Background: an optimization exercise with open tools, aiming at small area, a short achievable clock period and few clock cycles per item. Do not read the settings as production practice.
Where RTL was checked, it was by simulation tests only, not by an equivalence proof against the original.
Power and IR drop assume default switching activity.

Setup of JK:
## CORDIC
module CORDIC (
    input clk,
    input rst,
    input input_ready,
    input [15:0] angle,
    output reg output_ready,
    output reg signed [15:0] cosine_out,
    output reg signed [15:0] sine_out
);
Settings: LEC_CHECK=0, ABC_AREA=1, CAP_MARGIN=20, CORE_MARGIN=2, CORE_UTILIZATION=40, SLEW_MARGIN=20; clock period 10.0 ns.
standard.sh (not shown) runs the stock make flow with config.mk's settings and CLKGATE_MAP_FILE= SYNTH_SCRIPT=/design/flow/synth_recipe.tcl, a recipe that flattens the netlist after the stock synthesis.
==> flow/flow/run.sh <==
#!/bin/bash
# Standard layout with extra make settings for timing repair.
set -euo pipefail
bash standard.sh SETUP_SLACK_MARGIN=6 finish > make_finish.log 2>&1
JK closes out successfully: all stages finished, all timing, DRC and antenna checks passed.
The inputs of MS differ from those of JK as listed below.
==> flow/flow/run.sh <==
#!/bin/bash
# Standard layout with extra make settings for timing repair.
set -euo pipefail
bash standard.sh SETUP_SLACK_MARGIN=6 'BUFFER_PORTS_ARGS=-buffer_cell sky130_fd_sc_hd__buf_2' finish > make_finish.log 2>&1
[summary]
MS vs. JK: register fraction of the total cell area grew by 0.69 points, number of stages on the worst setup path grew by 6.
Critical path endpoint = r[9]: JK; critical path endpoint = r[12]: MS
Compared with JK, MS shows wire length of the first global-routing pass lower by about 3%.
Going from JK to MS, total routing usage reported by global routing shows a reduction of 0.67 points, worst setup slack went down by 56 ps.
Compared to JK, MS has headroom to the max-slew limit 2.3 points higher.
No functional check of the RTL was part of any run of this note.

* * *

Setup of run 1:
CORDIC, a different RTL version from the one above (not shown whole).
Size: ~920 cells after synthesis, about 52 I/O pins.
==> flow/config.mk <==
export PLATFORM = sky130hd
export DESIGN_NAME = CORDIC
export DESIGN_NICKNAME = CORDIC
export VERILOG_FILES = /design/flow/design.v
export SDC_FILE = /design/flow/constraint.sdc
export NUM_CORES = 4
export LEC_CHECK = 0
export ABC_AREA = 1
export CAP_MARGIN = 20
export CORE_MARGIN = 2
export CORE_UTILIZATION = 40
export SLEW_MARGIN = 20
==> flow/constraint.sdc <==
create_clock -name core_clock -period 10.0 [get_ports {clk}]
set_input_delay 2.0000 -clock core_clock [delete_from_list [all_inputs] [get_ports {clk}]]
set_output_delay 2.0000 -clock core_clock [all_outputs]
set_load 0.01 [all_outputs]
==> flow/flow/run.sh <==
#!/bin/bash
# Standard layout with extra make settings for timing repair and the clock tree.
set -euo pipefail
bash standard.sh SETUP_SLACK_MARGIN=6.5 'BUFFER_PORTS_ARGS=-buffer_cell sky130_fd_sc_hd__buf_2' 'CTS_ARGS=-sink_clustering_enable -repair_clock_nets -dont_use_dummy_load -buf_list {sky130_fd_sc_hd__clkbuf_2 sky130_fd_sc_hd__clkbuf_4 sky130_fd_sc_hd__clkbuf_8}' finish > make_finish.log 2>&1
Testbench counts of run 1, summed over its fixed seeds: cycles 33,600, items 2,400.
[inputs] run 2 vs run 1
- an added SETUP_SLACK_MARGIN of 5
- an added CTS_BUF_LIST of sky130_fd_sc_hd__clkbuf_2 sky130_fd_sc_hd__clkbuf_4 sky130_fd_sc_hd__clkbuf_8
==> flow/run.sh (new file) <==
#!/bin/bash
# synth_recipe.tcl (not shown) runs the flow's synth.tcl, then flattens the netlist and writes it again
# the make line also repeats each setting of config.mk as NAME=value (left out here)
make -C /OpenROAD-flow-scripts/flow DESIGN_CONFIG=/design/flow/config.mk WORK_HOME=/design/flow/orfs CLKGATE_MAP_FILE= SYNTH_SCRIPT=/design/flow/synth_recipe.tcl finish
removed: flow/flow/run.sh
removed: flow/standard.sh
### Flow results
- Largest net degree at the start of global routing (run 2 vs. run 1) decreases by a few percent
- For global routing usage summed across all routing layers, run 2 and run 1 come out practically identical.
- Changes observed in run 2 relative to run 1: hold slack now larger, total non-filler cell area in the finished layout now larger, final critical-path required period now larger, number of filler cells placed in the layout now smaller.
- As of run 2, met1 wire length had risen by a few percent compared to run 1.
What run 3 does differently from run 2 at the input level:
- CTS_BUF_LIST: sky130_fd_sc_hd__clkbuf_2 sky130_fd_sc_hd__clkbuf_4 sky130_fd_sc_hd__clkbuf_8 -> unset
- SETUP_SLACK_MARGIN: 5 -> unset
==> flow/flow/run.sh (new file) <==
#!/bin/bash
# Standard layout with extra make settings for timing repair and the clock tree.
set -euo pipefail
bash standard.sh SETUP_SLACK_MARGIN=7 'BUFFER_PORTS_ARGS=-buffer_cell sky130_fd_sc_hd__buf_2' 'CTS_ARGS=-sink_clustering_enable -repair_clock_nets -dont_use_dummy_load -buf_list {sky130_fd_sc_hd__clkbuf_2 sky130_fd_sc_hd__clkbuf_4 sky130_fd_sc_hd__clkbuf_8}' finish > make_finish.log 2>&1
==> flow/standard.sh (new file) <==
#!/bin/bash
# synth_recipe.tcl (not shown) runs the flow's synth.tcl, then flattens the netlist and writes it again
# the make line also repeats each setting of config.mk as NAME=value (left out here)
make -C /OpenROAD-flow-scripts/flow DESIGN_CONFIG=/design/flow/config.mk WORK_HOME=/design/flow/orfs CLKGATE_MAP_FILE= SYNTH_SCRIPT=/design/flow/synth_recipe.tcl "${@:-finish}"
removed: flow/run.sh
==> run notes <==
Of run 3 and run 2, it is run 3 that has the higher area share of buffers outside the clock network. Run 2 -> run 3: final design instance area without fill increased by a little under 10%. Compared to run 2, run 3 has switching share of power 1.0 points higher.

* * *

Another version of the RTL of CORDIC (not shown whole).
For scale: roughly 980 cells after synthesis, about 55 flip-flops, about 52 I/O pins.
clock: 10.0 ns
lec_check: 0
abc_area: 1
cap_margin: 20
core_margin: 2
core_utilization: 40
slew_margin: 20
==> flow/flow/run.sh <==
#!/bin/bash
set -euo pipefail
bash standard.sh SETUP_SLACK_MARGIN=6 finish > make_finish.log 2>&1
Next try:
==> flow/run.sh (new file) <==
#!/bin/bash
# synth_recipe.tcl (not shown) runs the flow's synth.tcl, then flattens the netlist and writes it again
# the make line also repeats each setting of config.mk as NAME=value (left out here)
make -C /OpenROAD-flow-scripts/flow DESIGN_CONFIG=/design/flow/config.mk WORK_HOME=/design/flow/orfs CLKGATE_MAP_FILE= SYNTH_SCRIPT=/design/flow/synth_recipe.tcl finish
SETUP_SLACK_MARGIN = 5   (was not set)
removed: flow/flow/run.sh
removed: flow/standard.sh
Effect:
- The new run ran to the end with no violations
- fmax went down by roughly a tenth
- area after synthesis does not change
- via count went down by a few percent
- total power went down by a few percent
- routed wire length went down by a few percent
- design area went down by a few percent
- flip-flop and latch count is unchanged
- non-clock buffer count went down by 17
- first-iteration DRC count went down by about a fifth
No run of this note included a check of the RTL's function; only the layout flow was run.

* * *

Setup of try-juniper:
RTL: one of the versions met above, not the one the previous note started from.
Size in the first run: ~920 cells after synthesis, about 66 flip-flops, ~5800 sq um of cells after synthesis.
Settings: LEC_CHECK=0, ABC_AREA=1, CAP_MARGIN=20, CORE_MARGIN=2, CORE_UTILIZATION=40, SLEW_MARGIN=20; clock period 10.0 ns.
==> flow/flow/run.sh <==
#!/bin/bash
# Standard layout with extra make settings for timing repair and the clock tree.
set -euo pipefail
bash standard.sh SETUP_SLACK_MARGIN=6.9 'BUFFER_PORTS_ARGS=-buffer_cell sky130_fd_sc_hd__buf_2' 'CTS_ARGS=-sink_clustering_enable -repair_clock_nets -dont_use_dummy_load -buf_list {sky130_fd_sc_hd__clkbuf_4}' finish > make_finish.log 2>&1
Testbench counts of try-juniper, summed over its fixed seeds: cycles 33,600, items 2,400.
diff inputs: try-juniper => try-zinc
==> flow/flow/run.sh <==
#!/bin/bash
# Standard layout with extra make settings for timing repair and the clock tree.
set -euo pipefail
bash standard.sh SETUP_SLACK_MARGIN=6.75 'BUFFER_PORTS_ARGS=-buffer_cell sky130_fd_sc_hd__buf_2' 'CTS_ARGS=-sink_clustering_enable -repair_clock_nets -dont_use_dummy_load -buf_list {sky130_fd_sc_hd__clkbuf_2 sky130_fd_sc_hd__clkbuf_4 sky130_fd_sc_hd__clkbuf_8}' finish > make_finish.log 2>&1
--- outcome ---
Sequential group power: try-zinc vs try-juniper down about 1%
Status: aggregate global routing overflow parity (try-juniper, try-zinc)
The standard cells in try-zinc occupy less silicon area than those in try-juniper do.
Against try-juniper as the reference, try-zinc delivers a lower part of the cycle the worst path needs.
A worst setup path category of reg2reg is what try-zinc shows, while reg2out belongs to try-juniper.
As far as worst slack on hold paths is concerned, try-juniper and try-zinc perform about the same.
Going from try-juniper to try-zinc, the worst endpoint required time was found to have gone up by 2250 ps.
Cells: try-zinc has fewer instances than try-juniper
[try-zinc vs try-juniper] minimum period implied by the final worst setup slack: lower in try-zinc
try-zinc gives more first-pass detailed-route iteration total than try-juniper did.

* * *

== the baseline ==
Another version of the RTL of CORDIC (not shown whole).
Size in the first run: roughly 52 I/O pins.
export LEC_CHECK = 0
export ABC_AREA = 1
export CAP_MARGIN = 20
export CORE_MARGIN = 2
export CORE_UTILIZATION = 40
export SLEW_MARGIN = 20
create_clock -name core_clock -period 10.0 [get_ports {clk}]
==> flow/flow/run.sh <==
#!/bin/bash
# Standard layout with extra make settings for timing repair and the clock tree.
set -euo pipefail
bash standard.sh SETUP_SLACK_MARGIN=6.75 'BUFFER_PORTS_ARGS=-buffer_cell sky130_fd_sc_hd__buf_2' 'CTS_ARGS=-sink_clustering_enable -repair_clock_nets -dont_use_dummy_load -buf_list {sky130_fd_sc_hd__clkbuf_2 sky130_fd_sc_hd__clkbuf_4 sky130_fd_sc_hd__clkbuf_8}' finish > make_finish.log 2>&1
Testbench counts of the baseline, summed over its fixed seeds: cycles 36,000, items 2,400.
Setup changes, the baseline to the candidate
# the baseline
export LEC_CHECK = 0
export ABC_AREA = 1
export CAP_MARGIN = 20
export CORE_MARGIN = 2
export CORE_UTILIZATION = 40
export SLEW_MARGIN = 20
create_clock -name core_clock -period 10.0 [get_ports {clk}]
# the candidate
export LEC_CHECK = 0
export ABC_AREA = 1
export CAP_MARGIN = 20
export CORE_MARGIN = 2
export CORE_UTILIZATION = 40
export CTS_BUF_LIST = sky130_fd_sc_hd__clkbuf_2 sky130_fd_sc_hd__clkbuf_4 sky130_fd_sc_hd__clkbuf_8
export SLEW_MARGIN = 20
create_clock -name core_clock -period 10.0 [get_ports {clk}]
==> flow/flow/run.sh <==
#!/bin/bash
# Standard layout with extra make settings for timing repair.
set -euo pipefail
bash standard.sh SETUP_SLACK_MARGIN=6.5 'BUFFER_PORTS_ARGS=-buffer_cell sky130_fd_sc_hd__buf_2' finish > make_finish.log 2>&1
--- outcome ---
Higher met1 routing resource usage after global routing among the candidate and the baseline: the baseline. Diff the baseline -> the candidate: switching share of power lost 0.75 points, critical path data arrival time rose 0.22 ns, overall track demand over capacity in global routing flat.

* * *

CORDIC again, from the RTL that the note above started with.
==> flow/config.mk <==
export PLATFORM = sky130hd
export DESIGN_NAME = CORDIC
export DESIGN_NICKNAME = CORDIC
export VERILOG_FILES = /design/flow/design.v
export SDC_FILE = /design/flow/constraint.sdc
export NUM_CORES = 4
export LEC_CHECK = 0
export ABC_AREA = 1
export CAP_MARGIN = 20
export CORE_MARGIN = 2
export CORE_UTILIZATION = 40
export SLEW_MARGIN = 20
==> flow/constraint.sdc <==
create_clock -name core_clock -period 10.0 [get_ports {clk}]
set_input_delay 2.0000 -clock core_clock [delete_from_list [all_inputs] [get_ports {clk}]]
set_output_delay 2.0000 -clock core_clock [all_outputs]
set_load 0.01 [all_outputs]
==> flow/flow/run.sh <==
#!/bin/bash
# Standard layout with extra make settings for timing repair and the clock tree.
set -euo pipefail
bash standard.sh SETUP_SLACK_MARGIN=6.5 'BUFFER_PORTS_ARGS=-buffer_cell sky130_fd_sc_hd__buf_2' 'CTS_ARGS=-sink_clustering_enable -repair_clock_nets -dont_use_dummy_load -buf_list {sky130_fd_sc_hd__clkbuf_2 sky130_fd_sc_hd__clkbuf_4 sky130_fd_sc_hd__clkbuf_8}' finish > make_finish.log 2>&1
The first run finished with timing, DRC and antenna clean.
Testbench counts at the start, summed over its fixed seeds: cycles 36,000, items 2,400.
Change:
==> flow/flow/run.sh (replaced) <==
#!/bin/bash
# Standard layout with extra make settings for timing repair and the clock tree.
set -euo pipefail
bash standard.sh SETUP_SLACK_MARGIN=7 'BUFFER_PORTS_ARGS=-buffer_cell sky130_fd_sc_hd__buf_2' 'CTS_ARGS=-sink_clustering_enable -repair_clock_nets -dont_use_dummy_load -buf_list {sky130_fd_sc_hd__clkbuf_2 sky130_fd_sc_hd__clkbuf_4 sky130_fd_sc_hd__clkbuf_8}' finish > make_finish.log 2>&1
Result: The new run ran to the end with no violations; setup slack improves by 0.16 ns; sequential cell count does not change; first-iteration DRC count is lower by about 2%; critical path depth is lower by 23; sequential power is higher by 4.4%; clock skew stays flat; combinational power is higher by about 25%; maximum frequency is higher by about 5.3%; count of clock-buffer cells in the layout is unchanged; area after synthesis stays the same; routed wire length is higher by 9.9%.

* * *

== main ==
Another version of the RTL of CORDIC (not shown whole).
Size: roughly 980 cells after synthesis, ~57 flip-flops, ~52 I/O pins.
clock: 10.0 ns
lec_check: 0
abc_area: 1
cap_margin: 20
core_margin: 2
core_utilization: 65
cts_buf_list: sky130_fd_sc_hd__clkbuf_2 sky130_fd_sc_hd__clkbuf_4 sky130_fd_sc_hd__clkbuf_8
slew_margin: 20
==> flow/flow/run.sh <==
#!/bin/bash
# Standard layout with extra make settings for timing repair.
set -euo pipefail
bash standard.sh SETUP_SLACK_MARGIN=6 'BUFFER_PORTS_ARGS=-buffer_cell sky130_fd_sc_hd__buf_2' finish > make_finish.log 2>&1
### main -> the feature branch
-- flow/config.mk --
<<< main, line 11
export CORE_UTILIZATION = 65
export CTS_BUF_LIST = sky130_fd_sc_hd__clkbuf_2 sky130_fd_sc_hd__clkbuf_4 sky130_fd_sc_hd__clkbuf_8
>>> the feature branch, line 11
export CORE_UTILIZATION = 40
## What came out
What the feature branch reported for maximum resistive drop on vdd has to be multiplied by 1.3 to get the figure for main. Changes observed in the feature branch relative to main: power now larger, minimum clock period after layout now smaller. Relative to main, area after detailed placement has increased by 1.8% in the feature branch. Of the feature branch and main, the higher clock-pin transition on the worst setup and hold timing paths belongs to main.
No run of this note included a check of the RTL's function; only the layout flow was run.

* * *

== job 101 ==
CORDIC with an RTL version that a note above also has.
Size: about 66 flip-flops, about 52 I/O pins, roughly 5800 sq um of cells after synthesis.
export LEC_CHECK = 0
export ABC_AREA = 1
export CAP_MARGIN = 20
export CORE_MARGIN = 2
export CORE_UTILIZATION = 40
export SLEW_MARGIN = 20
create_clock -name core_clock -period 10.0 [get_ports {clk}]
==> flow/flow/run.sh <==
#!/bin/bash
# Standard layout with extra make settings for timing repair and the clock tree.
set -euo pipefail
bash standard.sh SETUP_SLACK_MARGIN=6.75 'BUFFER_PORTS_ARGS=-buffer_cell sky130_fd_sc_hd__buf_2' 'CTS_ARGS=-sink_clustering_enable -repair_clock_nets -dont_use_dummy_load -buf_list {sky130_fd_sc_hd__clkbuf_4}' finish > make_finish.log 2>&1
Testbench counts of job 101, summed over its fixed seeds: cycles 33,600, items 2,400.
> inputs changed (job 101 -> job 102)
==> flow/flow/run.sh <==
#!/bin/bash
# Standard layout with extra make settings for timing repair and the clock tree.
set -euo pipefail
bash standard.sh SETUP_SLACK_MARGIN=6.6 'BUFFER_PORTS_ARGS=-buffer_cell sky130_fd_sc_hd__buf_2' 'CTS_ARGS=-sink_clustering_enable -repair_clock_nets -dont_use_dummy_load -buf_list {sky130_fd_sc_hd__clkbuf_4}' finish > make_finish.log 2>&1
[summary]
Register area delta (job 102 -> job 101): insignificant. Against job 101, job 102 comes in 3.1 points lower on area added between synthesis and finish. Per the comparison of job 102 with job 101, wire length of the first global-routing pass flat, largest fanout of any net on the critical path has increased, maximum frequency now sits lower. Job 102 vs job 101 — wire length dropped by a few percent. From job 101 to job 102 the numbers moved as follows: clock power share up 0.2 points; clock slew at the register clock pins of the worst setup and hold paths flat; number of buffers other than clock buffers in the final layout down 7. In job 102 relative to job 101, power had gone down by a few percent. In the flow results for job 101 and job 102, the proportion of layout cells with a drive suffix above 1 is larger on job 101.

## static timing again, ports no longer ideal
In the flow no input, the clock included, has a driving cell. The finished layouts below were timed again as built, in two steps. Step 1, drivers: a clkbuf_16 drives clk and a buf_2 each remaining input, both assumed. Step 2, shift: input delay + t, output delay - t, t = (earliest + latest rising clock arrival at the registers) / 2. This alone moves slack from input paths to output paths. Three values: ideal, step 1, step 2; two values: the first two.
| run | shift t [ns] | slack for setup (ns) | cell pins on the clock port's net |
|---|---|---|---|
| JK | 0.391 | 6.311 / 6.311 / 6.311 | 1 |
| MS | 0.381 | 6.255 / 6.255 / 6.255 | 1 |
| run 1 | 0.390 | 6.775 / 6.775 / 6.481 | 1 |
| run 2 | 0.407 | 5.866 / 5.866 / 5.866 | 1 |
| run 3 | 0.379 | 6.968 / 6.937 / 6.710 | 1 |
| the first run of note 3 | 0.355 | 6.153 / 6.173 / 5.818 | 1 |
| the second run of note 3 | 0.356 | 5.590 / 5.590 / 5.274 | 1 |
| try-juniper | 0.467 | 6.881 / 6.849 / 6.594 | 1 |
| try-zinc | 0.389 | 6.918 / 6.918 / 6.577 | 1 |
| the baseline | 0.401 | 7.016 / 7.009 / 6.717 | 1 |
| the candidate | 0.409 | 6.803 / 6.803 / 6.727 | 1 |
| the first run of note 6 | 0.400 | 6.819 / 6.819 / 6.722 | 1 |
| the second run of note 6 | 0.402 | 6.980 / 6.944 / 6.808 | 1 |
| main | 0.391 | 6.176 / 6.176 / 6.176 | 1 |
| the feature branch | 0.381 | 6.292 / 6.292 / 6.292 | 1 |
| job 101 | 0.461 | 6.907 / 6.877 / 6.596 | 1 |
| job 102 | 0.463 | 6.880 / 6.867 / 6.480 | 1 |
After both steps every run listed still meets setup and hold. For job 102, which loses most, drivers alone change the setup slack by -0.013 ns; drivers and shift together by -0.400 ns.
